From an optimization exercise on the open Yosys and OpenROAD flow, aimed at small area; shortcuts taken in it are not production practice. At most, simulation tests tie the RTL to the original design; equivalence was not proved. No functional check of the RTL was part of runs 2 to 5. Power figures rest on the tool's default switching activity, not on a simulated workload.

File: flow/run.sh
#!/bin/bash
# synth_recipe.tcl (not shown) runs the flow's synth.tcl, then flattens the netlist and writes it again
# the make line also repeats each setting of config.mk as NAME=value (left out here)
make -C /OpenROAD-flow-scripts/flow DESIGN_CONFIG=/design/flow/config.mk WORK_HOME=/design/flow/orfs CLKGATE_MAP_FILE= SYNTH_SCRIPT=/design/flow/synth_recipe.tcl finish
File: flow/config.mk
export PLATFORM = sky130hd
export DESIGN_NAME = quad_spi_top
export DESIGN_NICKNAME = quad_spi_top
export VERILOG_FILES = /design/flow/design.v
export SDC_FILE = /design/flow/constraint.sdc
export NUM_CORES = 4
export LEC_CHECK = 0
export CAP_MARGIN = 20
export CORE_MARGIN = 2
export CORE_UTILIZATION = 60
export SLEW_MARGIN = 20
File: flow/constraint.sdc
create_clock -name core_clock -period 10.0 [get_ports {hclk_i}]
set_input_delay 2.0000 -clock core_clock [delete_from_list [all_inputs] [get_ports {hclk_i}]]
set_output_delay 2.0000 -clock core_clock [all_outputs]
set_load 0.01 [all_outputs]
File: flow/design.v
module ffdc_128x8 (clk, rst_n, clr, wr, d, rd, q, nfull, nempty, used);
parameter CLR = 1;
input            clk;
input            rst_n;
input            clr;
input            wr;
input  [7:0]     d;
input            rd;
output reg [7:0] q;
output           nfull;
output           nempty;
output [4:0]     used;
reg  [7:0]  mem [0:15];
reg  [3:0]  rptr;
reg  [4:0]  cnt;
wire [3:0]  wptr = rptr + cnt[3:0];
wire        c    = CLR ? clr : 1'b0;
wire        do_wr = wr & ~cnt[4];
wire        do_rd = rd & (cnt != 5'd0);
assign nfull  = ~cnt[4];
assign nempty = (cnt != 5'd0);
assign used   = cnt;
always @(posedge clk) begin
  if (do_wr && !c)
    mem[wptr] <= d;
end
always @(posedge clk or negedge rst_n) begin
  if (!rst_n) begin
    rptr <= 4'd0;
    cnt  <= 5'd0;
    q    <= 8'h00;
  end
  else if (c) begin
    rptr <= 4'd0;
    cnt  <= 5'd0;
  end
  else begin
    if (do_rd) begin
      rptr <= rptr + 1'b1;
      q    <= mem[rptr];
    end
    cnt <= cnt + {4'd0, do_wr} - {4'd0, do_rd};
  end
end
endmodule
module qspi_clk_div (clk, rst_n, prescal, sclk, rise, fall);
input        clk;
input        rst_n;
input  [7:0] prescal;
output reg   sclk;
output       rise;
output       fall;
reg  [7:0] cnt;
wire [7:0] eff  = (prescal == 8'h0) ? 8'h1 : prescal;
wire       tick = (cnt == eff);
assign rise = tick & ~sclk;
assign fall = tick &  sclk;
always @(posedge clk or negedge rst_n) begin
  if (!rst_n) begin
    cnt  <= 8'h1;
    sclk <= 1'b0;
  end
  else begin
    if (cnt < eff)
      cnt <= cnt + 1'b1;
    else
      cnt <= 8'h1;
    if (tick)
      sclk <= ~sclk;
  end
end
endmodule
module qspi_ahb_slave_itf (
  clk, rst_n, hsel_i, haddr_i, htrans_i, hwrite_i, hsize_i, hburst_i,
  hready_o, hresp_o, hrdata_o,
  val_o, asel_o, rd_o, ben_o, rdata_i, ack_i
);
input         clk;
input         rst_n;
input         hsel_i;
input  [31:0] haddr_i;
input  [1:0]  htrans_i;
input         hwrite_i;
input  [2:0]  hsize_i;
input  [2:0]  hburst_i;
output        hready_o;
output [1:0]  hresp_o;
output [31:0] hrdata_o;
output        val_o;
output reg [2:0] asel_o;
output reg    rd_o;
output reg [3:0] ben_o;
input  [31:0] rdata_i;
input         ack_i;
reg        st_data;      
reg        st_err;       
reg [31:0] hrdata_r;
wire nseq  = (htrans_i == 2'b10);
wire seq   = (htrans_i == 2'b11);
wire legal = (hburst_i[2:1] == 2'b00) & ((hsize_i == 3'b000) | (hsize_i == 3'b001) | (hsize_i == 3'b010));
wire idle  = ~st_data & ~st_err;
wire start_ok  = idle & hsel_i & nseq & legal;
wire start_err = idle & hsel_i & (htrans_i[0] | (nseq & ~legal));
reg [2:0] asel_c;
reg [3:0] ben_c;
always @(*) begin
  case (haddr_i[15:2])
    14'h0000: asel_c = 3'd0;
    14'h0004: asel_c = 3'd1;
    14'h0005: asel_c = 3'd2;
    14'h0006: asel_c = 3'd3;
    14'h0008: asel_c = 3'd4;
    default:  asel_c = 3'd7;
  endcase
  case (hsize_i)
    3'b000:  ben_c = 4'b0001 << haddr_i[1:0];
    3'b001:  ben_c = haddr_i[1] ? 4'b1100 : 4'b0011;
    default: ben_c = 4'b1111;
  endcase
end
assign val_o    = st_data;
assign hready_o = st_data ? ack_i : ~(idle & hsel_i & htrans_i[0]);
assign hresp_o  = {1'b0, start_err | st_err};
assign hrdata_o = (st_data & ack_i) ? rdata_i : hrdata_r;
always @(posedge clk or negedge rst_n) begin
  if (!rst_n) begin
    st_data  <= 1'b0;
    st_err   <= 1'b0;
    hrdata_r <= 32'h0;
    rd_o     <= 1'b0;
    asel_o   <= 3'd0;
    ben_o    <= 4'b0000;
  end
  else begin
    hrdata_r <= hrdata_o;
    st_err   <= start_err;
    if (start_ok)
      st_data <= 1'b1;
    else if (st_data & ack_i & ~(hsel_i & seq))
      st_data <= 1'b0;
    if (start_ok)
      rd_o <= ~hwrite_i;
    if (start_ok | (st_data & seq)) begin
      asel_o <= asel_c;
      ben_o  <= ben_c;
    end
  end
end
endmodule
module qspi_ctrl_reg (
  clk, rst_n, val, asel, rd, ben, wdata, rdata, ack, busy, op_st,
  prescal, dlr, fmode, dmode, adsize, admode, imode, instr, faddr,
  tx_wr, tx_d, tx_nfull, rx_rd, rx_q, rx_nempty, cs_n
);
input             clk;
input             rst_n;
input             val;
input  [2:0]      asel;
input             rd;
input  [3:0]      ben;
input  [31:0]     wdata;
output [31:0]     rdata;
output reg        ack;
input             busy;
output reg        op_st;
output reg [7:0]  prescal;
output reg [31:0] dlr;
output reg [1:0]  fmode, dmode, adsize, admode, imode;
output reg [7:0]  instr;
output reg [31:0] faddr;
output reg        tx_wr;
output [7:0]      tx_d;
input             tx_nfull;
output reg        rx_rd;
input  [7:0]      rx_q;
input             rx_nempty;
input             cs_n;
localparam IDLE = 3'd0, RD_DAT = 3'd1, RD_ACK = 3'd2, WR_DAT = 3'd5, WR_ACK = 3'd6;
reg [2:0]  fst;
reg [3:0]  fcnt;
reg [31:0] rd_dat_r;
reg [31:0] wr_dat_r;
reg        rx_rd_r;
reg        wr_dr_r;
wire a_cr  = (asel == 3'd0);
wire a_dlr = (asel == 3'd1);
wire a_ccr = (asel == 3'd2);
wire a_ar  = (asel == 3'd3);
wire a_dr  = (asel == 3'd4);
wire wr_en = val & ~rd;
wire wr_dr = wr_en & a_dr;
wire rd_dr = val & rd & a_dr;
wire cfg   = wr_en & ~busy;     
assign rdata = ~rd ? 32'h0 : a_ccr ? {22'h0, imode, instr} : a_dr ? rd_dat_r : 32'h0;
assign tx_d  = wr_dat_r[7:0];
wire [1:0] imode_n  = (cfg & a_ccr & ben[1]) ? wdata[9:8]   : imode;
wire [1:0] admode_n = (cfg & a_ccr & ben[1]) ? wdata[11:10] : admode;
wire [1:0] fmode_n  = (cfg & a_ccr & ben[3]) ? wdata[27:26] : fmode;
wire [1:0] dmode_n  = (cfg & a_ccr & ben[3]) ? wdata[25:24] : dmode;
always @(posedge clk or negedge rst_n) begin
  if (!rst_n) begin
    prescal <= 8'h0;
    dlr     <= 32'h0;
    faddr   <= 32'h0;
    fmode   <= 2'h0;
    dmode   <= 2'h0;
    adsize  <= 2'h0;
    admode  <= 2'h0;
    imode   <= 2'h0;
    instr   <= 8'h0;
    op_st   <= 1'b0;
  end
  else begin
    if (cfg & a_cr & ben[3]) prescal <= wdata[31:24];
    if (cfg & a_dlr & ben[3]) dlr[31:24] <= wdata[31:24];
    if (cfg & a_dlr & ben[2]) dlr[23:16] <= wdata[23:16];
    if (cfg & a_dlr & ben[1]) dlr[15:8]  <= wdata[15:8];
    if (cfg & a_dlr & ben[0]) dlr[7:0]   <= wdata[7:0];
    if (cfg & a_ar & ben[3]) faddr[31:24] <= wdata[31:24];
    if (cfg & a_ar & ben[2]) faddr[23:16] <= wdata[23:16];
    if (cfg & a_ar & ben[1]) faddr[15:8]  <= wdata[15:8];
    if (cfg & a_ar & ben[0]) faddr[7:0]   <= wdata[7:0];
    fmode  <= fmode_n;
    dmode  <= dmode_n;
    imode  <= imode_n;
    admode <= admode_n;
    if (cfg & a_ccr & ben[1]) adsize <= wdata[13:12];
    if (cfg & a_ccr & ben[0]) instr  <= wdata[7:0];
    op_st <= (cfg & a_ccr & ben[0] & (imode_n != 2'b00) & (admode_n == 2'b00) &
              ((fmode_n == 2'b01) | (dmode_n == 2'b00))) |
             (cfg & a_ar & (ben != 4'h0) & (admode != 2'b00) &
              ((fmode == 2'b01) | (dmode == 2'b00))) |
             (cfg & a_dr & (ben != 4'h0) & (admode != 2'b00) &
              ((fmode == 2'b00) | (dmode != 2'b00)));
  end
end
reg [3:0] lim;    
reg       lim_ok;
always @(*) begin
  lim_ok = 1'b1;
  case (ben)
    4'hf:    lim = 4'h4;
    4'h3:    lim = 4'h2;
    4'h1:    lim = 4'h1;
    default: begin lim = 4'h0; lim_ok = 1'b0; end
  endcase
end
wire at_lim = (fcnt == lim);
always @(posedge clk or negedge rst_n) begin
  if (!rst_n) begin
    fst  <= IDLE;
    fcnt <= 4'h0;
  end
  else begin
    case (fst)
      IDLE: begin
        fcnt <= 4'h0;
        if (rd_dr && (fmode == 2'b01))
          fst <= RD_DAT;
        else if (wr_dr && (fmode == 2'b00))
          fst <= WR_DAT;
      end
      RD_DAT: begin
        if (!lim_ok || at_lim)
          fst <= RD_ACK;
        else if (ben != 4'hf || rx_nempty)
          fcnt <= fcnt + 1'b1;
        else if (cs_n)
          fst <= RD_ACK;
      end
      WR_DAT: begin
        if (!lim_ok || at_lim)
          fst <= WR_ACK;
        else if (tx_nfull)
          fcnt <= fcnt + 1'b1;
      end
      default: begin
        fcnt <= 4'h0;
        fst  <= IDLE;
      end
    endcase
  end
end
always @(*) begin
  rx_rd = 1'b0;
  tx_wr = 1'b0;
  case (fst)
    IDLE:   rx_rd = rd_dr & rx_nempty;
    RD_DAT: rx_rd = lim_ok & ~at_lim & rx_nempty;
    WR_DAT: tx_wr = lim_ok & ~at_lim & tx_nfull;
    default: ;
  endcase
end
always @(posedge clk or negedge rst_n) begin
  if (!rst_n) begin
    rx_rd_r  <= 1'b0;
    rd_dat_r <= 32'h0;
    wr_dr_r  <= 1'b0;
  end
  else begin
    rx_rd_r <= rx_rd;
    wr_dr_r <= wr_dr;
    if (rx_rd_r)
      rd_dat_r <= {rd_dat_r[23:0], rx_q};
  end
end
always @(posedge clk) begin
  if (wr_dr && !wr_dr_r)
    wr_dat_r <= wdata;
  else if (tx_wr)
    wr_dat_r <= {8'h00, wr_dat_r[31:8]};
end
always @(*) begin
  if (rd_dr)
    ack = (fst == RD_ACK) | ((fst == IDLE) & (fmode != 2'b01));
  else if (wr_dr)
    ack = (fst == WR_ACK) | ((fst == IDLE) & (fmode != 2'b00));
  else
    ack = 1'b1;
end
endmodule
module qspi_shifter (
  clk, rst_n, sclk, rise, fall, op_st, fmode, admode, imode, dmode,
  instr, faddr, adsize, dlr,
  busy, qspi_clk_o, qspi_cs_n_o, qspi_d_o, qspi_d_i, qspi_d_oe,
  rx_clr, rx_wr, rx_d, tx_rd, tx_q
);
input            clk;
input            rst_n;
input            sclk;
input            rise;
input            fall;
input            op_st;
input  [1:0]     fmode, admode, imode, dmode, adsize;
input  [7:0]     instr;
input  [31:0]    faddr;
input  [31:0]    dlr;
output           busy;
output           qspi_clk_o;
output           qspi_cs_n_o;
output reg [3:0] qspi_d_o;
input  [3:0]     qspi_d_i;
output reg [3:0] qspi_d_oe;
output           rx_clr;
output           rx_wr;
output reg [7:0] rx_d;
output           tx_rd;
input  [7:0]     tx_q;
localparam IDLE = 3'd0, START = 3'd1, INSTR = 3'd2, ADDR = 3'd3, WR_DA = 3'd4, RD_DA = 3'd5;
reg [2:0]  state, nst;
reg        start_pend;
reg        cs_n_r, cs_n_r1;
reg [2:0]  phase;
reg [7:0]  instr_r;
reg [31:0] addr_r;
reg [31:0] tcnt;
reg [7:0]  data_r;
reg        eo_instr, eo_addr, eo_wr, eo_rd;
reg        tx_rd_n;
reg        clk_oe;
reg [3:0]  d_o_c, d_oe_c;
reg        clk_oe_c;
wire start_req = op_st | start_pend;
assign busy = (state != IDLE) | start_req;
wire [2:0] ph_inst = (imode == 2'b01) ? 3'd7 : (imode == 2'b10) ? 3'd3 : (imode == 2'b11) ? 3'd1 : 3'd0;
wire [2:0] ph_addr = (admode == 2'b01) ? 3'd7 : (admode == 2'b10) ? 3'd3 : (admode == 2'b11) ? 3'd1 : 3'd0;
wire [2:0] ph_dat  = (dmode == 2'b01) ? 3'd7 : (dmode == 2'b10) ? 3'd3 : (dmode == 2'b11) ? 3'd1 : 3'd0;
wire       ph0     = (phase == 3'd0);
wire       tz      = (tcnt == 32'h0);
wire       byte_st = (phase == ph_dat);
always @(posedge clk or negedge rst_n) begin
  if (!rst_n)
    start_pend <= 1'b0;
  else
    start_pend <= start_req & ~(rise & (state == IDLE));
end
always @(posedge clk or negedge rst_n) begin
  if (!rst_n)
    state <= IDLE;
  else if (rise)
    state <= nst;
end
always @(*) begin
  case (state)
    IDLE:  nst = start_req ? START : IDLE;
    START: nst = (imode != 2'b00) ? INSTR : (admode != 2'b00) ? ADDR : IDLE;
    INSTR: begin
      if (!eo_instr)
        nst = INSTR;
      else if (admode != 2'b00)
        nst = ADDR;
      else if (dmode == 2'b00)
        nst = IDLE;
      else if (fmode == 2'b00)
        nst = WR_DA;
      else if (fmode == 2'b01)
        nst = RD_DA;
      else
        nst = IDLE;
    end
    ADDR: begin
      if (!eo_addr)
        nst = ADDR;
      else if ((dmode != 2'b00) && (fmode == 2'b00))
        nst = WR_DA;
      else if ((dmode != 2'b00) && (fmode == 2'b01))
        nst = RD_DA;
      else
        nst = IDLE;
    end
    WR_DA: nst = eo_wr ? IDLE : WR_DA;
    RD_DA: nst = eo_rd ? IDLE : RD_DA;
    default: nst = IDLE;
  endcase
end
always @(posedge clk or negedge rst_n) begin
  if (!rst_n) begin
    phase    <= 3'd0;
    cs_n_r   <= 1'b1;
    eo_instr <= 1'b0;
    addr_r   <= 32'h0;
    eo_addr  <= 1'b0;
    eo_wr    <= 1'b0;
    eo_rd    <= 1'b0;
    data_r   <= 8'hff;
    tx_rd_n  <= 1'b1;
    rx_d     <= 8'h00;
  end
  else if (rise) begin
    case (nst)
      IDLE: begin
        phase    <= 3'd0;
        cs_n_r   <= 1'b1;
        eo_instr <= 1'b0;
        eo_addr  <= 1'b0;
      end
      START: begin
        cs_n_r <= 1'b0;
        if (imode != 2'b00)
          phase <= ph_inst;
        else if (admode != 2'b00) begin
          phase <= ph_addr;
          case (adsize)
            2'b00: addr_r[31:24] <= faddr[7:0];
            2'b01: addr_r[31:16] <= faddr[15:0];
            2'b10: addr_r[31:8]  <= faddr[23:0];
            2'b11: addr_r[31:0]  <= faddr[31:0];
          endcase
        end
        else if (dmode != 2'b00)
          phase <= ph_dat;
        tx_rd_n <= ~((dmode != 2'b00) && (fmode == 2'b00));
      end
      INSTR: begin
        tx_rd_n <= 1'b1;
        if (ph0) begin
          eo_instr <= 1'b1;
          if (admode != 2'b00)
            phase <= ph_addr;
          else if (dmode != 2'b00)
            phase <= ph_dat;
        end
        else begin
          phase    <= phase - 1'b1;
          eo_instr <= 1'b0;
        end
      end
      ADDR: begin
        eo_instr <= 1'b0;
        tx_rd_n  <= 1'b1;
        if (ph0) begin
          if (tz) begin
            eo_addr <= 1'b1;
            if (dmode != 2'b00)
              phase <= ph_dat;
          end
          else begin
            phase   <= ph_addr;
            eo_addr <= 1'b0;
          end
        end
        else
          phase <= phase - 1'b1;
        case (admode)
          2'b00: addr_r <= 32'h0;
          2'b01: addr_r <= {addr_r[30:0], 1'b0};
          2'b10: addr_r <= {addr_r[29:0], 2'b00};
          2'b11: addr_r <= {addr_r[27:0], 4'b0000};
        endcase
      end
      WR_DA: begin
        eo_instr <= 1'b0;
        eo_addr  <= 1'b0;
        if (ph0) begin
          if (tz)
            eo_wr <= 1'b1;
          else begin
            phase <= ph_dat;
            eo_wr <= 1'b0;
          end
        end
        else
          phase <= phase - 1'b1;
        if (byte_st) begin
          case (dmode)
            2'b01: data_r <= {tx_q[6:0], 1'b0};
            2'b10: data_r <= {tx_q[5:0], 2'b00};
            2'b11: data_r <= {tx_q[3:0], 4'b0000};
            default: ;
          endcase
        end
        else begin
          case (dmode)
            2'b01: data_r <= {data_r[6:0], 1'b0};
            2'b10: data_r <= {data_r[5:0], 2'b00};
            2'b11: data_r <= {data_r[3:0], 4'b0000};
            default: ;
          endcase
        end
      end
      RD_DA: begin
        eo_instr <= 1'b0;
        eo_addr  <= 1'b0;
        if (ph0) begin
          if (tz)
            eo_rd <= 1'b1;
          else begin
            phase <= ph_dat;
            eo_rd <= 1'b0;
          end
        end
        else
          phase <= phase - 1'b1;
        case (dmode)
          2'b01: rx_d <= {rx_d[6:0], qspi_d_i[1]};
          2'b10: rx_d <= {rx_d[5:0], qspi_d_i[1:0]};
          2'b11: rx_d <= {rx_d[3:0], qspi_d_i[3:0]};
          default: ;
        endcase
      end
      default: ;
    endcase
  end
end
always @(posedge clk) begin
  if (rise) begin
    case (nst)
      IDLE: tcnt <= 32'h0;
      START: begin
        if (imode != 2'b00) begin
          instr_r <= instr;
          tcnt    <= 32'h0;
        end
        else if (admode != 2'b00)
          tcnt <= {30'h0, adsize};
        else if (dmode != 2'b00)
          tcnt <= dlr;
      end
      INSTR: begin
        if (ph0) begin
          if (admode != 2'b00)
            tcnt <= {30'h0, adsize};
          else if (dmode != 2'b00)
            tcnt <= dlr;
        end
        case (imode)
          2'b00: instr_r <= 8'h0;
          2'b01: instr_r <= {instr_r[6:0], 1'b0};
          2'b10: instr_r <= {instr_r[5:0], 2'b00};
          2'b11: instr_r <= {instr_r[3:0], 4'b0000};
        endcase
      end
      ADDR: begin
        if (ph0) begin
          if (tz) begin
            if (dmode != 2'b00)
              tcnt <= dlr;
          end
          else
            tcnt <= tcnt - 1'b1;
        end
      end
      WR_DA, RD_DA: begin
        if (ph0 && !tz)
          tcnt <= tcnt - 1'b1;
      end
      default: ;
    endcase
  end
end
always @(*) begin
  d_o_c    = 4'hf;
  d_oe_c   = 4'h0;
  clk_oe_c = 1'b0;
  case (nst)
    INSTR: begin
      clk_oe_c = 1'b1;
      case (imode)
        2'b01: begin d_o_c = {3'b111, instr_r[7]};   d_oe_c = 4'hd; end
        2'b10: begin d_o_c = {2'b11, instr_r[7:6]};  d_oe_c = 4'hf; end
        2'b11: begin d_o_c = instr_r[7:4];           d_oe_c = 4'hf; end
        default: ;
      endcase
    end
    ADDR: begin
      clk_oe_c = 1'b1;
      case (admode)
        2'b01: d_o_c = {3'b111, addr_r[31]};
        2'b10: d_o_c = {2'b11, addr_r[31:30]};
        2'b11: d_o_c = addr_r[31:28];
        default: ;
      endcase
    end
    RD_DA: clk_oe_c = 1'b1;
    WR_DA: begin
      clk_oe_c = 1'b1;
      case (dmode)
        2'b01: d_o_c = {3'b111, byte_st ? tx_q[7]   : data_r[7]};
        2'b10: d_o_c = {2'b11,  byte_st ? tx_q[7:6] : data_r[7:6]};
        2'b11: d_o_c = byte_st ? tx_q[7:4] : data_r[7:4];
        default: ;
      endcase
    end
    default: ;
  endcase
end
always @(posedge clk or negedge rst_n) begin
  if (!rst_n) begin
    cs_n_r1   <= 1'b1;
    qspi_d_o  <= 4'hf;
    qspi_d_oe <= 4'h0;
    clk_oe    <= 1'b1;
  end
  else if (fall) begin
    cs_n_r1   <= cs_n_r;
    qspi_d_o  <= d_o_c;
    qspi_d_oe <= d_oe_c;
    clk_oe    <= clk_oe_c;
  end
end
assign rx_clr      = rise & (nst == START) & (fmode == 2'b01);
assign rx_wr       = rise & (state == RD_DA) & (phase == 3'd7);
assign tx_rd       = ~tx_rd_n & rise;
assign qspi_clk_o  = clk_oe & sclk;
assign qspi_cs_n_o = cs_n_r & cs_n_r1;
endmodule
module quad_spi_top (
  hclk_i, hresetn_i, hsel_i, haddr_i, htrans_i, hwrite_i, hsize_i, hburst_i,
  hwdata_i, hrdata_o, hready_o, hresp_o,
  tx_fifo_space, rx_fifo_fill,
  qspi_clk_o, qspi_d_i, qspi_d_o, qspi_d_oe, qspi_cs_n_o
);
input            hclk_i;
input            hresetn_i;
input            hsel_i;
input   [31:0]   haddr_i;
input   [1:0]    htrans_i;
input            hwrite_i;
input   [2:0]    hsize_i;
input   [2:0]    hburst_i;
input   [31:0]   hwdata_i;
output  [31:0]   hrdata_o;
output           hready_o;
output  [1:0]    hresp_o;
output  [3:0]    tx_fifo_space;
output  [3:0]    rx_fifo_fill;
output           qspi_clk_o;
input   [3:0]    qspi_d_i;
output  [3:0]    qspi_d_o;
output  [3:0]    qspi_d_oe;
output           qspi_cs_n_o;
wire        val;
wire [2:0]  asel;
wire        rd;
wire [3:0]  ben;
wire [31:0] rdata;
wire        ack;
wire        busy;
wire        op_st;
wire [7:0]  prescal;
wire [1:0]  fmode, dmode, adsize, admode, imode;
wire [7:0]  instr;
wire [31:0] dlr, faddr;
wire        sclk, rise, fall;
wire        tx_wr, tx_rd, tx_nfull;
wire [7:0]  tx_d, tx_q;
wire [4:0]  tx_used;
wire        rx_wr, rx_rd, rx_nempty, rx_clr;
wire [7:0]  rx_d, rx_q;
wire [4:0]  rx_used;
assign tx_fifo_space = (tx_used == 5'd0) ? 4'hf : (4'd0 - tx_used[3:0]);
assign rx_fifo_fill  = rx_used[4] ? 4'hf : rx_used[3:0];
qspi_clk_div u_clk_div (
  .clk(hclk_i), .rst_n(hresetn_i), .prescal(prescal),
  .sclk(sclk), .rise(rise), .fall(fall));
qspi_ahb_slave_itf u_ahb_if (
  .clk(hclk_i), .rst_n(hresetn_i), .hsel_i(hsel_i), .haddr_i(haddr_i),
  .htrans_i(htrans_i), .hwrite_i(hwrite_i), .hsize_i(hsize_i), .hburst_i(hburst_i),
  .hready_o(hready_o), .hresp_o(hresp_o), .hrdata_o(hrdata_o),
  .val_o(val), .asel_o(asel), .rd_o(rd), .ben_o(ben), .rdata_i(rdata), .ack_i(ack));
qspi_ctrl_reg u_ctrl_reg (
  .clk(hclk_i), .rst_n(hresetn_i), .val(val), .asel(asel), .rd(rd), .ben(ben),
  .wdata(hwdata_i), .rdata(rdata), .ack(ack), .busy(busy), .op_st(op_st),
  .prescal(prescal), .dlr(dlr), .fmode(fmode), .dmode(dmode), .adsize(adsize),
  .admode(admode), .imode(imode), .instr(instr), .faddr(faddr),
  .tx_wr(tx_wr), .tx_d(tx_d), .tx_nfull(tx_nfull),
  .rx_rd(rx_rd), .rx_q(rx_q), .rx_nempty(rx_nempty), .cs_n(qspi_cs_n_o));
ffdc_128x8 #(.CLR(0)) u_wr_dat_fifo (
  .clk(hclk_i), .rst_n(hresetn_i), .clr(1'b0),
  .wr(tx_wr), .d(tx_d), .rd(tx_rd), .q(tx_q),
  .nfull(tx_nfull), .nempty(), .used(tx_used));
ffdc_128x8 #(.CLR(1)) u_rd_dat_fifo (
  .clk(hclk_i), .rst_n(hresetn_i), .clr(rx_clr),
  .wr(rx_wr), .d(rx_d), .rd(rx_rd), .q(rx_q),
  .nfull(), .nempty(rx_nempty), .used(rx_used));
qspi_shifter u_qspi_shifter (
  .clk(hclk_i), .rst_n(hresetn_i), .sclk(sclk), .rise(rise), .fall(fall),
  .op_st(op_st), .fmode(fmode), .admode(admode), .imode(imode), .dmode(dmode),
  .instr(instr), .faddr(faddr), .adsize(adsize), .dlr(dlr),
  .busy(busy), .qspi_clk_o(qspi_clk_o), .qspi_cs_n_o(qspi_cs_n_o),
  .qspi_d_o(qspi_d_o), .qspi_d_i(qspi_d_i), .qspi_d_oe(qspi_d_oe),
  .rx_clr(rx_clr), .rx_wr(rx_wr), .rx_d(rx_d), .tx_rd(tx_rd), .tx_q(tx_q));
endmodule
==> qor.yml, run 1 <==
start_util_pct: 61.2
dp_hpwl_mm: 46.8
top_usage_layer: "met2"
grt_max_degree: 172
clk_path_buf_depth: 3
num_antenna_cells: 0
hold_ws_ps: 464
first_global_vias: 18000
setup_viol: 0
powerDensity_nw_per_um2: 193
post-route-drc-count: 0
met3_usage_pct: 5.18
core-area_um2: 46800
grt_first_pass_wirelength_mm: 108
synth-edff-count: 328
die_y_um: 222
fp-row-count: 79
h-tree-depth: 3
period_needed_ps: 6100
crit_required_ps: 8000
synth_ff_type: "edfxtp_1"
ys_seq_area_share_pct: 59.5
routedWlPerCell_um: 23.9
cts_sinks: 614
fin_nets: 2389
cp-end-kind: "primary output"
timing.final.crit_share_pct: 61.0
grt_overflow_total: 0
cts_tree: "built"
holdCritPathClass: "flop to flop"
p_leak_nw: 12.3
crit_arrival_ps: 4100
relSlewSlack_pct: 23.9
synthArstFlopShare_pct: 46.6
synth-seq-cells: 614
r2r_setup_slack_ps: 5530
layout-drive-gt1-share_pct: 18.8
worst_pin_slew_ps: 1140
grt_setup_unrepaired: "no"
die_w_um: 222
post_cts_buffers: 0
critPathMaxFanout: 4
ioPinCount: 133
vias: 18700
drt_wl_total_mm: 69.7
ys.warnings.count: 6
critPathLaunchType: "input port"
ant_nets: 0
crit_type: "input port to primary output"
ctsResizeCount: 0
use_met2_pct: 44.0
grt_usage_pct: 28.5
clk_root_buffer_cell: "clkbuf_16"
netlist_area_um2: 28600
netlist-cell-type-count: 90
syn_nets: 2303
timing.fmax_mhz: 164
syn_avg_cell_area_um2: 13.2
first_pass_iters: 9
area_delta_synth_final_pct: 13.9
cap_violations: 0
antenna_found_initial: 3
cts_hold_buf: 0
finalMaxSlewViolations: 0
io_buffers: 114
ir_drop_mv: 0.124
clock_skew_ps: 19.5
fin_tns_setup_ps: 0
globalplace.congestion: 0.880
syn-instance-count: 2164
status: "finished clean"
via_per_inst: 6.42
numCtsBuffers: 66
dieArea_um2: 49400
grt_use_met1_pct: 42.8
hold_viol: 0
clkLatencyLatePin_ps: 600
drtIter0Drc: 2141
cts.clk_slew.worst_paths_ps: 50
layout make-up:
class	count	area, um2
clock buffer	95	1980
tap	607	759
timing repair buffer	139	1400
inverter	84	315
sequential	614	17000
fill	3346	14200
multi-input combinational	1345	10800
clock inverter	25	312
report_power, final:
group / total (mW) / internal, mW / switching (mW)
sequential: 2.87 / 2.76 / 0.110
combinational: 0.864 / 0.332 / 0.532
clock: 2.55 / 1.56 / 0.992
metal layers:
metal / up-vias / wire length, um
met5: - / 0
met4: 0 / 1230
met3: 86 / 4890
met2: 699 / 32400
met1: 9476 / 31200
li1: 8426 / -
worst paths after layout:
check,startpoint,cells after the start,to
setup reg to reg,u_ctrl_reg.prescal[5],15,u_wr_dat_fifo.cnt[4]
hold / removal,u_qspi_shifter.cs_n_r1,2,u_qspi_shifter.cs_n_r1
min in group asynchronous,hresetn_i,1,u_qspi_shifter.rx_d[1]
setup / recovery,hsize_i[0],6,hresp_o[0]
max in group asynchronous,hresetn_i,2,u_ctrl_reg.dlr[16]
hold reg to reg,u_qspi_shifter.cs_n_r1,2,u_qspi_shifter.cs_n_r1
critical path, stage by stage:
cell and delay [ps]:
clkdlybuf4s50_1 470, a2111o_1 600, a21oi_1 210, nor2b_1 70
or2_2 270, clkdlybuf4s50_1 480
layout by cell type, fill, tap and decap left out, types with 22 or more instances in the layout:
cell type	n
nand3_1	44
a22oi_1	32
nor2_1	128
nand2_1	173
a222oi_1	40
clkdlybuf4s50_1	113
mux2_2	163
edfxtp_1	328
o21ai_0	99
ha_1	53
o21a_1	26
nor3_1	46
mux2i_1	22
inv_1	84
a21oi_1	66
mux4_2	80
dfrtp_1	266
clkbuf_16	71
metrics by stage:
stage	total power, mW	setup WS [ps]	instance area (um2)	utilization [%]	instances
3_5_place_dp	3.75	3920	30200	64.7	2786
5_1_grt	6.50	3860	32600	69.7	2909
2_1_floorplan	3.44	5120	28600	-	2164
3_3_place_gp	3.72	3920	30200	64.6	2784
4_1_cts	6.29	3920	32500	69.6	2906
6_report	6.28	3900	32600	69.7	2909
sequential cells by signal, summed over array words and instances, names as in the netlist, 32 cells and up:
register and cells:
u_ctrl_reg.wr_dat_r 32, u_qspi_shifter.addr_r 32, u_qspi_shifter.tcnt 32, u_ctrl_reg.rd_dat_r 32, u_ctrl_reg.dlr 32, u_wr_dat_fifo.mem 128, u_ctrl_reg.faddr 32, u_rd_dat_fifo.mem 128
u_ahb_if.hrdata_r 32
cell families (layout without fill, tap and decap cells):
group | Yosys count | in the layout | synth area share, %
simple gates | 545 | 545 | 9.19
buf+inv | 205 | 343 | 2.87
mux | 274 | 274 | 13.8
other cells | 1 | 1 | 0.0131
fa+ha+maj | 59 | 59 | 2.69
flops | 614 | 614 | 59.5
compound gates | 432 | 432 | 10.8
xor+xnor | 34 | 34 | 1.04
cell usage after synthesis, types with 32 or more instances:
master / instances / area [um2]
clkbuf_1: 72 / 270
a22oi_1: 32 / 240
mux4_2: 80 / 1800
nand2_1: 173 / 649
nand3_1: 44 / 220
ha_1: 55 / 688
nor3_1: 47 / 235
dfrtp_1: 269 / 6730
nor2_1: 130 / 488
o21ai_0: 99 / 495
a222oi_1: 40 / 400
a21oi_1: 68 / 340
edfxtp_1: 328 / 9850
inv_1: 84 / 315
mux2_2: 163 / 1840
==> inputs of run 2 (changes only) <==
--- a/flow/design.v
+++ b/flow/design.v
@@ -18,4 +18,12 @@
 wire        do_wr = wr & ~cnt[4];
 wire        do_rd = rd & (cnt != 5'd0);
+wire [15:0] rsel  = 16'd1 << rptr;
+reg  [7:0]  rdata;
+integer     k;
+always @(*) begin
+  rdata = 8'h00;
+  for (k = 0; k < 16; k = k + 1)
+    rdata = rdata | (mem[k] & {8{rsel[k]}});
+end
 assign nfull  = ~cnt[4];
 assign nempty = (cnt != 5'd0);
@@ -38,5 +46,5 @@
     if (do_rd) begin
       rptr <= rptr + 1'b1;
-      q    <= mem[rptr];
+      q    <= rdata;
     end
     cnt <= cnt + {4'd0, do_wr} - {4'd0, do_rd};
@@ -102,21 +110,12 @@
 wire start_ok  = idle & hsel_i & nseq & legal;
 wire start_err = idle & hsel_i & (htrans_i[0] | (nseq & ~legal));
-reg [2:0] asel_c;
-reg [3:0] ben_c;
-always @(*) begin
-  case (haddr_i[15:2])
-    14'h0000: asel_c = 3'd0;
-    14'h0004: asel_c = 3'd1;
-    14'h0005: asel_c = 3'd2;
-    14'h0006: asel_c = 3'd3;
-    14'h0008: asel_c = 3'd4;
-    default:  asel_c = 3'd7;
-  endcase
-  case (hsize_i)
-    3'b000:  ben_c = 4'b0001 << haddr_i[1:0];
-    3'b001:  ben_c = haddr_i[1] ? 4'b1100 : 4'b0011;
-    default: ben_c = 4'b1111;
-  endcase
-end
+wire [13:0] aw = haddr_i[15:2];
+wire [2:0]  asel_c = (aw == 14'h0000) ? 3'd0 :
+                     (aw == 14'h0004) ? 3'd1 :
+                     (aw == 14'h0005) ? 3'd2 :
+                     (aw == 14'h0006) ? 3'd3 :
+                     (aw == 14'h0008) ? 3'd4 : 3'd7;
+wire [3:0]  ben_c  = (hsize_i == 3'b000) ? (4'b0001 << haddr_i[1:0]) :
+                     (hsize_i == 3'b001) ? (haddr_i[1] ? 4'b1100 : 4'b0011) : 4'b1111;
 assign val_o    = st_data;
 assign hready_o = st_data ? ack_i : ~(idle & hsel_i & htrans_i[0]);
@@ -352,8 +351,7 @@
 reg        cs_n_r, cs_n_r1;
 reg [2:0]  phase;
-reg [7:0]  instr_r;
-reg [31:0] addr_r;
+reg [7:0]  addr_t;      
+reg [23:0] addr_l;      
 reg [31:0] tcnt;
-reg [7:0]  data_r;
 reg        eo_instr, eo_addr, eo_wr, eo_rd;
 reg        tx_rd_n;
@@ -368,5 +366,4 @@
 wire       ph0     = (phase == 3'd0);
 wire       tz      = (tcnt == 32'h0);
-wire       byte_st = (phase == ph_dat);
 always @(posedge clk or negedge rst_n) begin
   if (!rst_n)
@@ -419,9 +416,9 @@
     cs_n_r   <= 1'b1;
     eo_instr <= 1'b0;
-    addr_r   <= 32'h0;
+    addr_t   <= 8'h0;
+    addr_l   <= 24'h0;
     eo_addr  <= 1'b0;
     eo_wr    <= 1'b0;
     eo_rd    <= 1'b0;
-    data_r   <= 8'hff;
     tx_rd_n  <= 1'b1;
     rx_d     <= 8'h00;
@@ -442,12 +439,10 @@
           phase <= ph_addr;
           case (adsize)
-            2'b00: addr_r[31:24] <= faddr[7:0];
-            2'b01: addr_r[31:16] <= faddr[15:0];
-            2'b10: addr_r[31:8]  <= faddr[23:0];
-            2'b11: addr_r[31:0]  <= faddr[31:0];
+            2'b00: addr_t <= faddr[7:0];
+            2'b01: {addr_t, addr_l[23:16]} <= faddr[15:0];
+            2'b10: {addr_t, addr_l[23:8]}  <= faddr[23:0];
+            2'b11: {addr_t, addr_l}        <= faddr[31:0];
           endcase
         end
-        else if (dmode != 2'b00)
-          phase <= ph_dat;
         tx_rd_n <= ~((dmode != 2'b00) && (fmode == 2'b00));
       end
@@ -458,5 +453,5 @@
           if (admode != 2'b00)
             phase <= ph_addr;
-          else if (dmode != 2'b00)
+          else
             phase <= ph_dat;
         end
@@ -472,6 +467,5 @@
           if (tz) begin
             eo_addr <= 1'b1;
-            if (dmode != 2'b00)
-              phase <= ph_dat;
+            phase   <= ph_dat;
           end
           else begin
@@ -482,10 +476,8 @@
         else
           phase <= phase - 1'b1;
-        case (admode)
-          2'b00: addr_r <= 32'h0;
-          2'b01: addr_r <= {addr_r[30:0], 1'b0};
-          2'b10: addr_r <= {addr_r[29:0], 2'b00};
-          2'b11: addr_r <= {addr_r[27:0], 4'b0000};
-        endcase
+        if (ph0) begin
+          addr_t <= addr_l[23:16];
+          addr_l <= {addr_l[15:0], 8'h00};
+        end
       end
       WR_DA: begin
@@ -502,20 +494,4 @@
         else
           phase <= phase - 1'b1;
-        if (byte_st) begin
-          case (dmode)
-            2'b01: data_r <= {tx_q[6:0], 1'b0};
-            2'b10: data_r <= {tx_q[5:0], 2'b00};
-            2'b11: data_r <= {tx_q[3:0], 4'b0000};
-            default: ;
-          endcase
-        end
-        else begin
-          case (dmode)
-            2'b01: data_r <= {data_r[6:0], 1'b0};
-            2'b10: data_r <= {data_r[5:0], 2'b00};
-            2'b11: data_r <= {data_r[3:0], 4'b0000};
-            default: ;
-          endcase
-        end
       end
       RD_DA: begin
@@ -546,35 +522,18 @@
   if (rise) begin
     case (nst)
-      IDLE: tcnt <= 32'h0;
-      START: begin
-        if (imode != 2'b00) begin
-          instr_r <= instr;
-          tcnt    <= 32'h0;
-        end
-        else if (admode != 2'b00)
-          tcnt <= {30'h0, adsize};
-        else if (dmode != 2'b00)
-          tcnt <= dlr;
-      end
+      START:
+        tcnt <= {30'h0, adsize};
       INSTR: begin
         if (ph0) begin
           if (admode != 2'b00)
             tcnt <= {30'h0, adsize};
-          else if (dmode != 2'b00)
+          else
             tcnt <= dlr;
         end
-        case (imode)
-          2'b00: instr_r <= 8'h0;
-          2'b01: instr_r <= {instr_r[6:0], 1'b0};
-          2'b10: instr_r <= {instr_r[5:0], 2'b00};
-          2'b11: instr_r <= {instr_r[3:0], 4'b0000};
-        endcase
       end
       ADDR: begin
         if (ph0) begin
-          if (tz) begin
-            if (dmode != 2'b00)
-              tcnt <= dlr;
-          end
+          if (tz)
+            tcnt <= dlr;
           else
             tcnt <= tcnt - 1'b1;
@@ -589,4 +548,19 @@
   end
 end
+reg [7:0] obyte;
+reg [1:0] omode;
+reg [3:0] obits;
+always @(*) begin
+  case (nst)
+    INSTR:   begin obyte = instr;  omode = imode;  end
+    ADDR:    begin obyte = addr_t; omode = admode; end
+    default: begin obyte = tx_q;   omode = dmode;  end
+  endcase
+  case (omode)
+    2'b10:   obits = {2'b11, obyte[{phase[1:0], 1'b1}], obyte[{phase[1:0], 1'b0}]};
+    2'b11:   obits = phase[0] ? obyte[7:4] : obyte[3:0];
+    default: obits = {3'b111, obyte[phase]};
+  endcase
+end
 always @(*) begin
   d_o_c    = 4'hf;
@@ -596,30 +570,12 @@
     INSTR: begin
       clk_oe_c = 1'b1;
-      case (imode)
-        2'b01: begin d_o_c = {3'b111, instr_r[7]};   d_oe_c = 4'hd; end
-        2'b10: begin d_o_c = {2'b11, instr_r[7:6]};  d_oe_c = 4'hf; end
-        2'b11: begin d_o_c = instr_r[7:4];           d_oe_c = 4'hf; end
-        default: ;
-      endcase
+      d_o_c    = obits;
+      d_oe_c   = (imode == 2'b01) ? 4'hd : 4'hf;
     end
-    ADDR: begin
+    ADDR, WR_DA: begin
       clk_oe_c = 1'b1;
-      case (admode)
-        2'b01: d_o_c = {3'b111, addr_r[31]};
-        2'b10: d_o_c = {2'b11, addr_r[31:30]};
-        2'b11: d_o_c = addr_r[31:28];
-        default: ;
-      endcase
+      d_o_c    = obits;
     end
     RD_DA: clk_oe_c = 1'b1;
-    WR_DA: begin
-      clk_oe_c = 1'b1;
-      case (dmode)
-        2'b01: d_o_c = {3'b111, byte_st ? tx_q[7]   : data_r[7]};
-        2'b10: d_o_c = {2'b11,  byte_st ? tx_q[7:6] : data_r[7:6]};
-        2'b11: d_o_c = byte_st ? tx_q[7:4] : data_r[7:4];
-        default: ;
-      endcase
-    end
     default: ;
   endcase
==> flow/flow/run.sh (new file) <==
#!/bin/bash
# The standard layout (the standard.sh: standard synthesis, floorplan,
# placement, CTS, routing), with the smallest buffer as the port buffer cell.
# Every input and output port still gets its own buffer.
set -euo pipefail
export BUFFER_PORTS_ARGS="-buffer_cell sky130_fd_sc_hd__buf_1"
bash standard.sh > standard.log 2>&1
==> flow/standard.sh (new file) <==
#!/bin/bash
# synth_recipe.tcl (not shown) runs the flow's synth.tcl, then flattens the netlist and writes it again
# the make line also repeats each setting of config.mk as NAME=value (left out here)
make -C /OpenROAD-flow-scripts/flow DESIGN_CONFIG=/design/flow/config.mk WORK_HOME=/design/flow/orfs CLKGATE_MAP_FILE= SYNTH_SCRIPT=/design/flow/synth_recipe.tcl "${@:-finish}"
--- a/flow/config.mk
+++ b/flow/config.mk
@@ -9,3 +9,6 @@
 export CORE_MARGIN = 2
 export CORE_UTILIZATION = 60
+export CTS_BUF_LIST = sky130_fd_sc_hd__clkbuf_16
+export CTS_CLUSTER_DIAMETER = 100
+export CTS_CLUSTER_SIZE = 30
 export SLEW_MARGIN = 20
removed: flow/run.sh
==> qor.yml, run 2 <==
status: "finished clean"
mostFrequentLayoutCells: "edfxtp_1, dfrtp_1, nand2_1, mux2_2, nor2_1"
post_cts_buffers: 0
critPathMaxStageDelay_ps: 700
stdcell_count: 2878
post-route-drc-count: 0
clock_skew_ps: 15.2
dp_slack_ps: 4630
vias: 17900
first_global_vias: 17400
ir_drop_mv: 0.146
finalWorstSetupSlack_ps: 4440
power_mw: 4.22
clk_path_buf_depth: 3
numCtsBuffers: 23
cts_hold_buf: 0
reg_top3: "u_rd_dat_fifo.mem x128, u_wr_dat_fifo.mem x128"
first_pass_iters: 7
drt_wl_total_mm: 65.5
post_synth_xor_area_fraction_pct: 1.89
ctsResizeCount: 0
synth_top_family_by_area: "compound AO/OA/AOI/OAI gates"
grt_max_degree: 142
hold_ws_ps: 472
crit-reg2reg-launch: "u_ctrl_reg.prescal[4]"
h-tree-depth: 1
synthAdderAreaFrac_pct: 3.12
io_buffers: 114
syn_avg_cell_area_um2: 12.3
synth_compound_area_share_pct: 11.9
final_core_util_pct: 63.9
crit_path_start: "u_ctrl_reg.fmode[0]"
r2r_end: "u_wr_dat_fifo.cnt[4]"
cp-end-kind: "primary output"
num_antenna_cells: 0
dp_hpwl_mm: 44.4
synthDominantCellAreaShare_pct: 35.2
area_delta_synth_final_pct: 5.64
fin_tns_setup_ps: 0
ant_nets: 0
cts.clk_slew.worst_paths_ps: 110
grt_overflow_total: 0
synthArstFlopShare_pct: 46.5
clkLatencyLatePin_ps: 590
via_per_inst: 6.21
grt_setup_unrepaired: "no"
clk_root_buffer_cell: "clkbuf_16"
grt_usage_pct: 27.9
synth-edff-count: 320
die_w_um: 217
crit_arrival_ps: 3560
postPlaceCellArea_um2: 28200
syn_nets: 2358
dieArea_um2: 47200
cts_sinks: 598
globalplace.congestion: 0.929
timing.fmax_mhz: 180
hold_viol: 0
final_common_cell: "edfxtp_1"
holdCritPathClass: "flop to flop"
layout-drive-gt1-share_pct: 12.3
critPathLaunchType: "flop"
fill_cells: 3576
crit_required_ps: 8000
syn-instance-count: 2213
routedWlPerCell_um: 22.8
multi_input_area_um2: 10000
fp-row-count: 78
synth_top_cells_by_area: "edfxtp_1, dfrtp_1, mux2_2"
antenna_found_initial: 1
period_needed_ps: 5560
cp_cell_sequence: "xor2_1 > nor2_1 > nor2_1 > o21ai_0 > o21ai_0 > nand2_2 > o31ai_1 > buf_1"
netlist_area_um2: 27300
worst_pin_slew_ps: 1170
dp.cells: 2837
grt_first_pass_wirelength_mm: 101
synth_top_area_cell: "edfxtp_1"
finalMaxSlewViolations: 0
synth.most_common_cell: "edfxtp_1"
synth-simple-area-share_pct: 10.8
ioPinCount: 133
synth_ff_type: "edfxtp_1"
synth-seq-cells: 598
fin_nets: 2407
critPathSlowestCell: "nand2_2"
ys.warnings.count: 6
die_y_um: 217
timing.final.crit_share_pct: 55.6
endpoint: "hrdata_o[6]"
cap_violations: 0
core-area_um2: 45200
relSlewSlack_pct: 21.6
crit_type: "flop to primary output"
ys_seq_area_share_pct: 60.7
setup_viol: 0
synth_mux_area_share_pct: 8.78
drtIter0Drc: 1618
cts_tree: "built"
netlist-cell-type-count: 102
finalInstanceArea_um2: 28900
critPathMaxFanout: 64
powerDensity_nw_per_um2: 146
seq_area_um2: 16600
start_util_pct: 60.4
synth_top_cells_by_count: "edfxtp_1, dfrtp_1, nand2_1"
reg2reg_depth: 17
p_leak_nw: 11.2
r2r_setup_slack_ps: 5520
run 2: changes by cell type after synthesis, moves of 13 or more:
cell	delta
nand2_1	+79
a31oi_1	+13
buf_2	-13
nor2_1	+20
xnor2_1	+13
inv_1	-24
mux4_2	-80
a21oi_1	+16
o21a_1	-17
o311ai_0	-17
nor3_1	-21
o21ai_0	+42
run 2: report_power, final:
part / internal (mW) / leakage [nW] / switching (mW)
combinational: 0.141 / 4.23 / 0.220
sequential: 2.63 / 6.59 / 0.0799
clock: 0.427 / 0.376 / 0.722
total: 3.20 / 11.2 / 1.02
run 2: area by class of cell:
cell class / count / share of cell area (%)
clock buffer: 23 / 1.99
clock inverter: 18 / 0.234
inverter: 64 / 0.833
multi-input combinational: 1436 / 34.7
sequential: 598 / 57.4
tap: 600 / 2.60
timing repair buffer: 139 / 2.19
run 2: routing by layer:
layer  share of wire [%]  track usage [%]  wire [um]  up-vias
li1                    -                -          -     8246
met1                  45             40.4      29600     9008
met2                  47             45.2      30700      529
met3                 5.3             3.52       3490       93
met4                 2.5             6.76       1610        2
met5               0.017                0         11        -
run 2: worst min-delay path by stage:
stage	startpoint	to	slack [ps]	cells after the start
4_1_cts	u_qspi_shifter.cs_n_r1	u_qspi_shifter.cs_n_r1	470	2
3_5_place_dp	u_qspi_shifter.cs_n_r1	u_qspi_shifter.cs_n_r1	450	2
5_1_grt	u_qspi_shifter.cs_n_r1	u_qspi_shifter.cs_n_r1	500	2
6_report	u_qspi_shifter.cs_n_r1	u_qspi_shifter.cs_n_r1	470	2
2_1_floorplan	u_qspi_shifter.cs_n_r1	u_qspi_shifter.cs_n_r1	440	2
3_3_place_gp	u_qspi_shifter.cs_n_r1	u_qspi_shifter.cs_n_r1	450	2
run 2: cells by family (layout without fill, tap and decap cells):
family          count (synthesis)  count (layout)
simple gates                  613             613
flops                         598             598
compound gates                481             481
mux                           216             216
buf+inv                       179             244
fa+ha+maj                      66              66
xor+xnor                       59              59
other cells                     1               1
run 2: worst max-delay path, delay by kind of cell (launching register included):
family	cells	cell delay (ps)
AO/OA/AOI/OAI	3	1160
buffers and inverters	1	220
flip-flops	1	570
XOR/XNOR	1	180
AND/OR/NAND/NOR	3	840
==> inputs of run 3 (changes only) <==
==> flow/run.sh (new file) <==
#!/bin/bash
# synth_recipe.tcl (not shown) runs the flow's synth.tcl, then flattens the netlist and writes it again
# the make line also repeats each setting of config.mk as NAME=value (left out here)
make -C /OpenROAD-flow-scripts/flow DESIGN_CONFIG=/design/flow/config.mk WORK_HOME=/design/flow/orfs CLKGATE_MAP_FILE= SYNTH_SCRIPT=/design/flow/synth_recipe.tcl finish
removed: flow/flow/run.sh
removed: flow/standard.sh
==> qor.yml, run 3 <==
ant_nets: 0
dp_slack_ps: 3920
area_delta_synth_final_pct: 8.21
status: "finished clean"
clk_root_buffer_cell: "clkbuf_16"
fp-row-count: 78
critPathLaunchType: "input port"
drt_wl_total_mm: 65.1
synth_top_family_by_area: "compound AO/OA/AOI/OAI gates"
syn_nets: 2358
ioPinCount: 133
layout-drive-gt1-share_pct: 12.3
synth_top_cells_by_area: "edfxtp_1, dfrtp_1, mux2_2"
synth-seq-cells: 598
crit-reg2reg-launch: "u_ctrl_reg.prescal[5]"
first_pass_iters: 9
cp_cell_sequence: "clkdlybuf4s50_1 > a2111oi_0 > nor2b_1 > o21a_1 > or2_2 > clkdlybuf4s50_1"
cts_tree: "built"
min_to: "u_qspi_shifter.cs_n_r1"
num_antenna_cells: 0
cts_hold_buf: 0
die_w_um: 217
relSlewSlack_pct: 25.7
grt_first_pass_wirelength_mm: 102
powerDensity_nw_per_um2: 144
die_y_um: 217
synthDominantCellAreaShare_pct: 35.2
syn_avg_cell_area_um2: 12.3
hold_path_depth: 2
clock_skew_ps: 24.3
vias: 17900
post_cts_buffers: 0
ys.warnings.count: 6
worst_pin_slew_ps: 1110
clk_path_buf_depth: 3
synth_mux_area_share_pct: 8.78
synth_top_area_cell: "edfxtp_1"
clkLatencyLatePin_ps: 590
netlist_area_um2: 27300
grt_max_degree: 83
syn-instance-count: 2213
period_needed_ps: 6090
dp_hpwl_mm: 44.6
hold_viol: 0
routedWlPerCell_um: 22.6
cp-end-kind: "primary output"
finalInstanceArea_um2: 29600
post-route-drc-count: 0
cpMostUsedCell: "clkdlybuf4s50_1"
synth.most_common_cell: "edfxtp_1"
final_core_util_pct: 65.4
holdCritPathClass: "flop to flop"
timing.fmax_mhz: 164
ir_drop_mv: 0.129
core-area_um2: 45200
finalMaxSlewViolations: 0
antenna_found_initial: 0
synth_top_cells_by_count: "edfxtp_1, dfrtp_1, nand2_1"
start_util_pct: 60.4
globalplace.congestion: 0.930
synth-edff-count: 320
fin_nets: 2406
p_leak_nw: 11.5
cap_violations: 0
hold_ws_ps: 466
cts_sinks: 598
grt_setup_unrepaired: "no"
cts.clk_slew.worst_paths_ps: 110
r2r_setup_slack_ps: 5570
fin_tns_setup_ps: 0
grt_overflow_total: 0
critPathMaxFanout: 3
io_buffers: 114
finalWorstSetupSlack_ps: 3910
post_synth_xor_area_fraction_pct: 1.89
synthArstFlopShare_pct: 46.5
via_per_inst: 6.22
final_common_cell: "edfxtp_1"
reg_top3: "u_rd_dat_fifo.mem x128, u_wr_dat_fifo.mem x128"
grt_usage_pct: 27.8
crit_arrival_ps: 4090
crit_type: "input port to primary output"
timing.final.crit_share_pct: 60.9
mostFrequentLayoutCells: "edfxtp_1, dfrtp_1, nand2_1, mux2_2, nor2_1"
synth-simple-area-share_pct: 10.8
h-tree-depth: 1
min_from: "u_qspi_shifter.cs_n_r1"
synth_ff_type: "edfxtp_1"
ys_seq_area_share_pct: 60.7
critPathSlowestCell: "a2111oi_0"
r2r_end: "u_wr_dat_fifo.cnt[4]"
reg2reg_depth: 17
numCtsBuffers: 23
ctsResizeCount: 0
dieArea_um2: 47200
synth_compound_area_share_pct: 11.9
netlist-cell-type-count: 102
synthAdderAreaFrac_pct: 3.12
crit_required_ps: 8000
setup_viol: 0
critPathMaxStageDelay_ps: 560
drtIter0Drc: 1897
first_global_vias: 17300
postPlaceCellArea_um2: 28900
-- run 3: cells by family after synthesis --
kind of cell	Yosys count
AO/OA/AOI/OAI	481
XOR/XNOR	59
AND/OR/NAND/NOR	613
flip-flops	598
adder cells (fa/ha/maj)	66
buffers and inverters	179
other	1
multiplexers	216
-- run 3: worst max path at each step --
stage,end,slack (ps),startpoint,cells past startpoint
CTS,hrdata_o[2],3900,u_ctrl_reg.fmode[0],8
global route,hrdata_o[8],3580,u_ctrl_reg.fmode[0],8
finish,hresp_o[0],3910,hsize_i[0],6
global placement,hresp_o[0],3930,hsize_i[0],6
floorplan,hresp_o[0],4970,hsize_i[0],4
detailed placement,hresp_o[0],3920,hsize_i[0],6
-- run 3: critical path: cells and delay by family --
| kind | cells | cell delay (ps) |
|---|---|---|
| AOI/OAI and AO/OA | 2 | 770 |
| buffers and inverters | 2 | 930 |
| and+or+nand+nor | 2 | 390 |
-- run 3: per-layer routing --
metal	wire length, um	part of all wire, %	vias up	track usage, %
met2	30800	47	570	44.7
met4	1520	2.3	0	6.78
met1	29200	45	8992	41.1
met3	3620	5.6	86	3.02
li1	-	-	8254	-
met5	0	0	-	0
-- run 3: per-stage QoR --
step           power, mW  cells
6_report            4.25   2877
5_1_grt             4.42   2877
4_1_cts             4.28   2877
3_5_place_dp        3.16   2836
3_3_place_gp        3.14   2836
2_1_floorplan       2.98   2213
-- run 3: power breakdown --
group / internal [mW] / leakage (nW) / total, mW / switching (mW)
Sequential: 2.63 / 6.59 / 2.71 / 0.0811
Combinational: 0.177 / 4.51 / 0.397 / 0.220
Clock: 0.427 / 0.378 / 1.14 / 0.718
Total: 3.23 / 11.5 / 4.25 / 1.02
-- run 3: layout make-up --
type	instances	area [um2]
tap	600	751
fill	3484	15600
clock buffer	23	576
inverter	64	240
timing repair buffer	138	1330
clock inverter	18	67.6
sequential	598	16600
multi-input combinational	1436	10000
==> inputs of run 4 (changes only) <==
--- a/flow/config.mk
+++ b/flow/config.mk
@@ -8,7 +8,7 @@
 export CAP_MARGIN = 20
 export CORE_MARGIN = 2
-export CORE_UTILIZATION = 60
+export CORE_UTILIZATION = 75
 export CTS_BUF_LIST = sky130_fd_sc_hd__clkbuf_16
 export CTS_CLUSTER_DIAMETER = 100
-export CTS_CLUSTER_SIZE = 30
+export CTS_CLUSTER_SIZE = 24
 export SLEW_MARGIN = 20
==> qor.yml, run 4 <==
status: "finished clean"
relSlewSlack_pct: 26.4
finalMaxSlewViolations: 0
synth.most_common_cell: "edfxtp_1"
clkPwrFrac_pct: 29.0
layout-drive-gt1-share_pct: 12.4
synthDominantCellAreaShare_pct: 35.2
final_core_util_pct: 82.6
postPlaceCellArea_um2: 28700
holdCritPathClass: "flop to flop"
grt_first_pass_wirelength_mm: 104
vias: 18700
fin_nets: 2409
crit_arrival_ps: 4110
pwr-share-seq_pct: 61.8
dp_hpwl_mm: 44.1
synth_ff_type: "edfxtp_1"
crit_type: "input port to primary output"
syn_nets: 2358
dieArea_um2: 38000
critPathBufInv: 2
netlist-cell-type-count: 102
pwr-share-comb_pct: 9.2
stdcell_count: 2747
synth_top_cells_by_area: "edfxtp_1, dfrtp_1, mux2_2"
crit_required_ps: 8000
met3_usage_pct: 5.15
post-route-drc-count: 0
netlist_area_um2: 27300
cts_tree: "built"
worst_pin_slew_ps: 1100
p_leak_nw: 11.6
cpMostUsedCell: "clkdlybuf4s50_1"
via_per_inst: 6.82
p_sw_mw: 1.05
io_buffers: 114
die_y_um: 195
internal_power_mw: 3.33
critPathMaxStageDelay_ps: 590
clock_skew_ps: 29.3
critPathSlowestCell: "a2111oi_0"
drt_wl_total_mm: 65.9
critPathLaunchType: "input port"
reg_top3: "u_rd_dat_fifo.mem x128, u_wr_dat_fifo.mem x128"
syn-instance-count: 2213
ant_nets: 0
final_common_cell: "edfxtp_1"
synth-edff-count: 320
ys_seq_area_share_pct: 60.7
fin_tns_setup_ps: 0
post_cts_buffers: 0
cp_top_family: "buffers and inverters"
grt_max_degree: 163
top_usage_layer: "met2"
area_delta_synth_final_pct: 8.14
hold_viol: 0
core-area_um2: 35700
h-tree-depth: 1
ys.warnings.count: 6
die_w_um: 195
netSwitchingFraction_pct: 24.0
antenna_found_initial: 0
ioPinCount: 133
num_antenna_cells: 0
cp_cell_sequence: "clkdlybuf4s50_1 > a2111oi_0 > nor2b_1 > o21a_1 > or2_2 > clkdlybuf4s50_1"
dp.cells: 2695
timing.fmax_mhz: 164
cap_violations: 0
timing.final.crit_share_pct: 61.1
cp-end-kind: "primary output"
synth_top_cells_by_count: "edfxtp_1, dfrtp_1, nand2_1"
numCtsBuffers: 28
ctsResizeCount: 0
first_pass_iters: 7
ir_drop_mv: 0.198
synth_top_area_cell: "edfxtp_1"
grt_setup_unrepaired: "no"
period_needed_ps: 6110
start_util_pct: 76.4
grt_usage_pct: 35.5
drtIter0Drc: 2476
finalInstanceArea_um2: 29500
powerDensity_nw_per_um2: 149
dp_slack_ps: 3880
grt_overflow_total: 0
clk_path_buf_depth: 3
globalplace.congestion: 0.934
cts.clk_slew.worst_paths_ps: 100
routedWlPerCell_um: 24.0
syn_avg_cell_area_um2: 12.3
fp-row-count: 69
critPathMaxFanout: 3
mostFrequentLayoutCells: "edfxtp_1, dfrtp_1, nand2_1, mux2_2, nor2_1"
use_met2_pct: 57.6
finalWorstSetupSlack_ps: 3890
cts_hold_buf: 0
synthArstFlopShare_pct: 46.5
setup_viol: 0
cts_sinks: 598
first_global_vias: 18500
synth-seq-cells: 598
clkLatencyLatePin_ps: 620
clk_root_buffer_cell: "clkbuf_16"
grt_use_met1_pct: 50.2
## run 4: cell types whose count changed in the layout (fill, tap and decap cells not counted), sizes merged
cell,previous run,this run
clkbuf,23,29
inv,78,83
buf,25,23
## run 4: cells by family (layout without fill, tap and decap cells)
kind of cell	count (synthesis)	count (layout)	share of synthesized area, %
flip-flops	598	598	60.7
XOR/XNOR	59	59	1.89
multiplexers	216	216	8.78
buffers and inverters	179	252	2.78
AND/OR/NAND/NOR	613	613	10.8
adder cells (fa/ha/maj)	66	66	3.12
AO/OA/AOI/OAI	481	481	11.9
other	1	1	0.0137
## run 4: worst paths after layout
check                                             from                endpoint  slack (ps)  cells past startpoint
worst max-delay path                        hsize_i[0]              hresp_o[0]        3890                      6
worst min-delay path            u_qspi_shifter.cs_n_r1  u_qspi_shifter.cs_n_r1         460                      2
worst max register to register   u_ctrl_reg.prescal[5]    u_wr_dat_fifo.cnt[4]        5560                     17
worst min register to register  u_qspi_shifter.cs_n_r1  u_qspi_shifter.cs_n_r1         460                      2
max in group asynchronous                    hresetn_i       u_ctrl_reg.dlr[6]        7260                      2
min in group asynchronous                    hresetn_i   u_ahb_if.hrdata_r[18]        1390                      1
## run 4: area by class of cell
| type | count | area, um2 |
|---|---|---|
| inverters | 64 | 240 |
| well taps | 461 | 577 |
| repair buffers | 136 | 1320 |
| multi-input cells | 1436 | 10000 |
| clock buffers | 29 | 726 |
| fillers | 1963 | 6200 |
| flip-flops and latches | 598 | 16600 |
| clock inverters | 23 | 86.3 |
## run 4: per-stage QoR
| stage | power, mW | hold slack, ps |
|---|---|---|
| final | 4.39 | 463 |
| after global routing | 4.52 | 497 |
| after CTS | 4.39 | 464 |
| after detailed placement | 3.16 | 451 |
| after global placement | 3.14 | 445 |
| after floorplan | 2.98 | 436 |
## run 4: power groups by stage
stage | Clock [mW] | Combinational (mW) | Sequential, mW
after floorplan | 0 | 0.264 | 2.72
after global placement | 0 | 0.381 | 2.75
after detailed placement | 0 | 0.397 | 2.76
after CTS | 1.28 | 0.401 | 2.71
after global routing | 1.36 | 0.447 | 2.72
final | 1.27 | 0.403 | 2.71
## run 4: worst min-delay path, delay by kind of cell, from the launching register on
kind | cells | cell delay (ps)
flip-flops | 1 | 380
AND/OR/NAND/NOR | 2 | 90
## run 4: per-layer routing
layer  vias up  routed length [um]
li1       8260                   -
met1      9299               25600
met2      1015               31900
met3       170                6040
met4         0                2400
met5         -                   0
==> inputs of run 5 (changes only) <==
--- a/flow/config.mk
+++ b/flow/config.mk
@@ -8,7 +8,7 @@
 export CAP_MARGIN = 20
 export CORE_MARGIN = 2
-export CORE_UTILIZATION = 75
-export CTS_BUF_LIST = sky130_fd_sc_hd__clkbuf_16
-export CTS_CLUSTER_DIAMETER = 100
-export CTS_CLUSTER_SIZE = 24
+export CORE_UTILIZATION = 60
+export CTS_BUF_LIST = sky130_fd_sc_hd__clkbuf_8
+export CTS_CLUSTER_DIAMETER = 60
+export CTS_CLUSTER_SIZE = 16
 export SLEW_MARGIN = 20
==> qor.yml, run 5 <==
cts_tree: "built"
synthArstFlopShare_pct: 46.5
crit_type: "flop to primary output"
relSlewSlack_pct: 25.2
cts.clk_slew.worst_paths_ps: 100
drt_wl_total_mm: 66.0
critPathMaxFanout: 64
status: "finished clean"
syn_nets: 2358
internal_power_mw: 3.41
dp.cells: 2836
synth-edff-count: 320
timing.fmax_mhz: 163
ys.warnings.count: 6
globalplace.congestion: 0.930
r2r_end: "u_wr_dat_fifo.cnt[4]"
grt_first_pass_wirelength_mm: 103
finalMaxSlewViolations: 0
r2r_setup_slack_ps: 5580
fp-row-count: 78
area_delta_synth_final_pct: 9.54
clock_skew_ps: 35.9
grt_max_degree: 83
dp_hpwl_mm: 44.6
pwr-share-comb_pct: 8.8
routedWlPerCell_um: 22.6
critPathLaunchType: "flop"
first_pass_iters: 8
p_leak_nw: 11.7
vias: 18100
powerDensity_nw_per_um2: 151
pwr-share-seq_pct: 59.9
clk_root_buffer_cell: "clkbuf_8"
synth_top_area_cell: "edfxtp_1"
post_cts_buffers: 0
mostFrequentLayoutCells: "edfxtp_1, dfrtp_1, nand2_1, mux2_2, nor2_1"
fin_nets: 2431
holdCritPathClass: "flop to flop"
worst_pin_slew_ps: 1120
ctsResizeCount: 0
fin_tns_setup_ps: 0
first_global_vias: 17600
ioPinCount: 133
hold_viol: 0
die_w_um: 217
via_per_inst: 6.17
netlist_area_um2: 27300
synth_top_cells_by_count: "edfxtp_1, dfrtp_1, nand2_1"
die_y_um: 217
syn_avg_cell_area_um2: 12.3
clk_path_buf_depth: 3
ant_nets: 0
h-tree-depth: 2
post-route-drc-count: 0
ir_drop_mv: 0.149
ys_seq_area_share_pct: 60.7
dieArea_um2: 47200
period_needed_ps: 6140
cp-end-kind: "primary output"
p_sw_mw: 1.12
reg_top3: "u_rd_dat_fifo.mem x128, u_wr_dat_fifo.mem x128"
synth_top_cells_by_area: "edfxtp_1, dfrtp_1, mux2_2"
min_from: "u_qspi_shifter.cs_n_r1"
crit_required_ps: 8000
synthDominantCellAreaShare_pct: 35.2
timing.final.crit_share_pct: 61.4
grt_usage_pct: 28.3
cap_violations: 0
reg2reg_depth: 17
final_core_util_pct: 66.2
numCtsBuffers: 48
layout-drive-gt1-share_pct: 14.0
antenna_found_initial: 0
synth_ff_type: "edfxtp_1"
netSwitchingFraction_pct: 24.8
cts_sinks: 598
io_buffers: 114
crit-reg2reg-launch: "u_ctrl_reg.prescal[5]"
num_antenna_cells: 0
stdcell_count: 2924
syn-instance-count: 2213
endpoint: "hrdata_o[8]"
crit_path_start: "u_ctrl_reg.fmode[0]"
clkLatencyLatePin_ps: 680
setup_viol: 0
synth.most_common_cell: "edfxtp_1"
netlist-cell-type-count: 102
synth-seq-cells: 598
core-area_um2: 45200
clkPwrFrac_pct: 31.4
crit_arrival_ps: 4140
drtIter0Drc: 1758
final_common_cell: "edfxtp_1"
cts_hold_buf: 0
power_mw: 4.53
grt_overflow_total: 0
grt_setup_unrepaired: "no"
start_util_pct: 60.4
[run 5: cell count changes in the layout (fill, tap and decap cells not counted), sizes merged]
cell      previous run  this run
clkbuf              29        52
clkinv               4        10
bufinv               0         4
buf                 23        25
inv                 83        85
clkinvlp             0         1
[run 5: cell type report]
cell class	count	area, um2
Fill cell	3471	15300
Clock buffer	52	716
Inverter	64	240
Tap cell	600	751
Multi-Input combinational cell	1436	10000
Timing Repair Buffer	138	1330
Clock inverter	36	292
Sequential cell	598	16600
[run 5: cell families after synthesis]
logic type,after synthesis,synth area share (%)
other cells,1,0.0137
buf+inv,179,2.78
mux,216,8.78
flops,598,60.7
simple gates,613,10.8
fa+ha+maj,66,3.12
xor+xnor,59,1.89
compound gates,481,11.9
[run 5: worst min path at each step]
stage          cells after the start                      to
3_3_place_gp                       2  u_qspi_shifter.cs_n_r1
3_5_place_dp                       2  u_qspi_shifter.cs_n_r1
5_1_grt                            2  u_qspi_shifter.cs_n_r1
6_report                           2  u_qspi_shifter.cs_n_r1
2_1_floorplan                      2  u_qspi_shifter.cs_n_r1
4_1_cts                            2  u_qspi_shifter.cs_n_r1
[run 5: worst max-delay path, cell delays in order, from the launching register on]
cell and delay, ps:
dfrtp_1 570, xor2_1 190, nor2_1 50, nor2_1 90, o21ai_0 80, o21ai_0 510, nand2_2 700, o31ai_1 640
clkdlybuf4s50_1 620
[run 5: per-stage QoR]
step	instance area, um2	setup slack (ps)	hold slack (ps)
floorplan	27300	4970	436
global placement	28900	3930	447
detailed placement	28900	3920	449
CTS	29900	3800	461
global route	29900	3490	505
finish	29900	3860	464
[run 5: power by group through the flow]
stage | Sequential (mW) | Clock [mW] | Combinational (mW)
after CTS | 2.71 | 1.45 | 0.398
after global placement | 2.76 | 0 | 0.385
after global routing | 2.72 | 1.54 | 0.441
after detailed placement | 2.76 | 0 | 0.395
final | 2.71 | 1.42 | 0.397
after floorplan | 2.72 | 0 | 0.264
[run 5: routing by layer]
layer | vias to the layer above | track usage (%) | routed length (um)
li1 | 8319 | - | -
met1 | 9046 | 41.3 | 29400
met2 | 575 | 44.9 | 31000
met3 | 114 | 3.98 | 3740
met4 | 0 | 8.22 | 1800
met5 | - | 0 | 0

==> static timing again, ports no longer ideal <==
The flow's constraints put no driver on any port. The routed layouts listed below were extracted and timed again, unchanged, in two steps.
Step 1 sets driving cells, clkbuf_16 on the clock port and buf_2 on the other inputs (assumed; they add their load-dependent delay and slew).
Step 2 moves the port delays by t, midway between the first and last clock arrival at a register: inputs arrive t later, outputs are due t later. That takes back most of the time a late clock gives input paths.
Slacks: ideal / step 1 / step 2; pairs: ideal / step 1.
| run | shift t [ns] | setup slack, ns | worst hold slack (ns) | worst setup path at the end | slew at the worst register clock pin (ns) |
|---|---|---|---|---|---|
| run 1 | 0.647 | 3.897 / 3.873 / 3.873 | 0.464 / 0.464 / 0.464 | input to output | 0.06 / 0.06 |
| run 2 | 0.633 | 4.441 / 4.381 / 4.622 | 0.472 / 0.472 / 0.472 | input to output | 0.12 / 0.12 |
| run 3 | 0.637 | 3.913 / 3.891 / 3.891 | 0.466 / 0.466 / 0.466 | input to output | 0.12 / 0.12 |
| run 4 | 0.659 | 3.892 / 3.871 / 3.871 | 0.463 / 0.463 / 0.463 | input to output | 0.11 / 0.11 |
| run 5 | 0.718 | 3.860 / 3.804 / 3.884 | 0.464 / 0.464 / 0.464 | input to output | 0.11 / 0.11 |
After both steps every run listed still meets setup and hold. For run 1, which loses most, drivers alone change the setup slack by -0.024 ns; drivers and shift together by -0.024 ns.
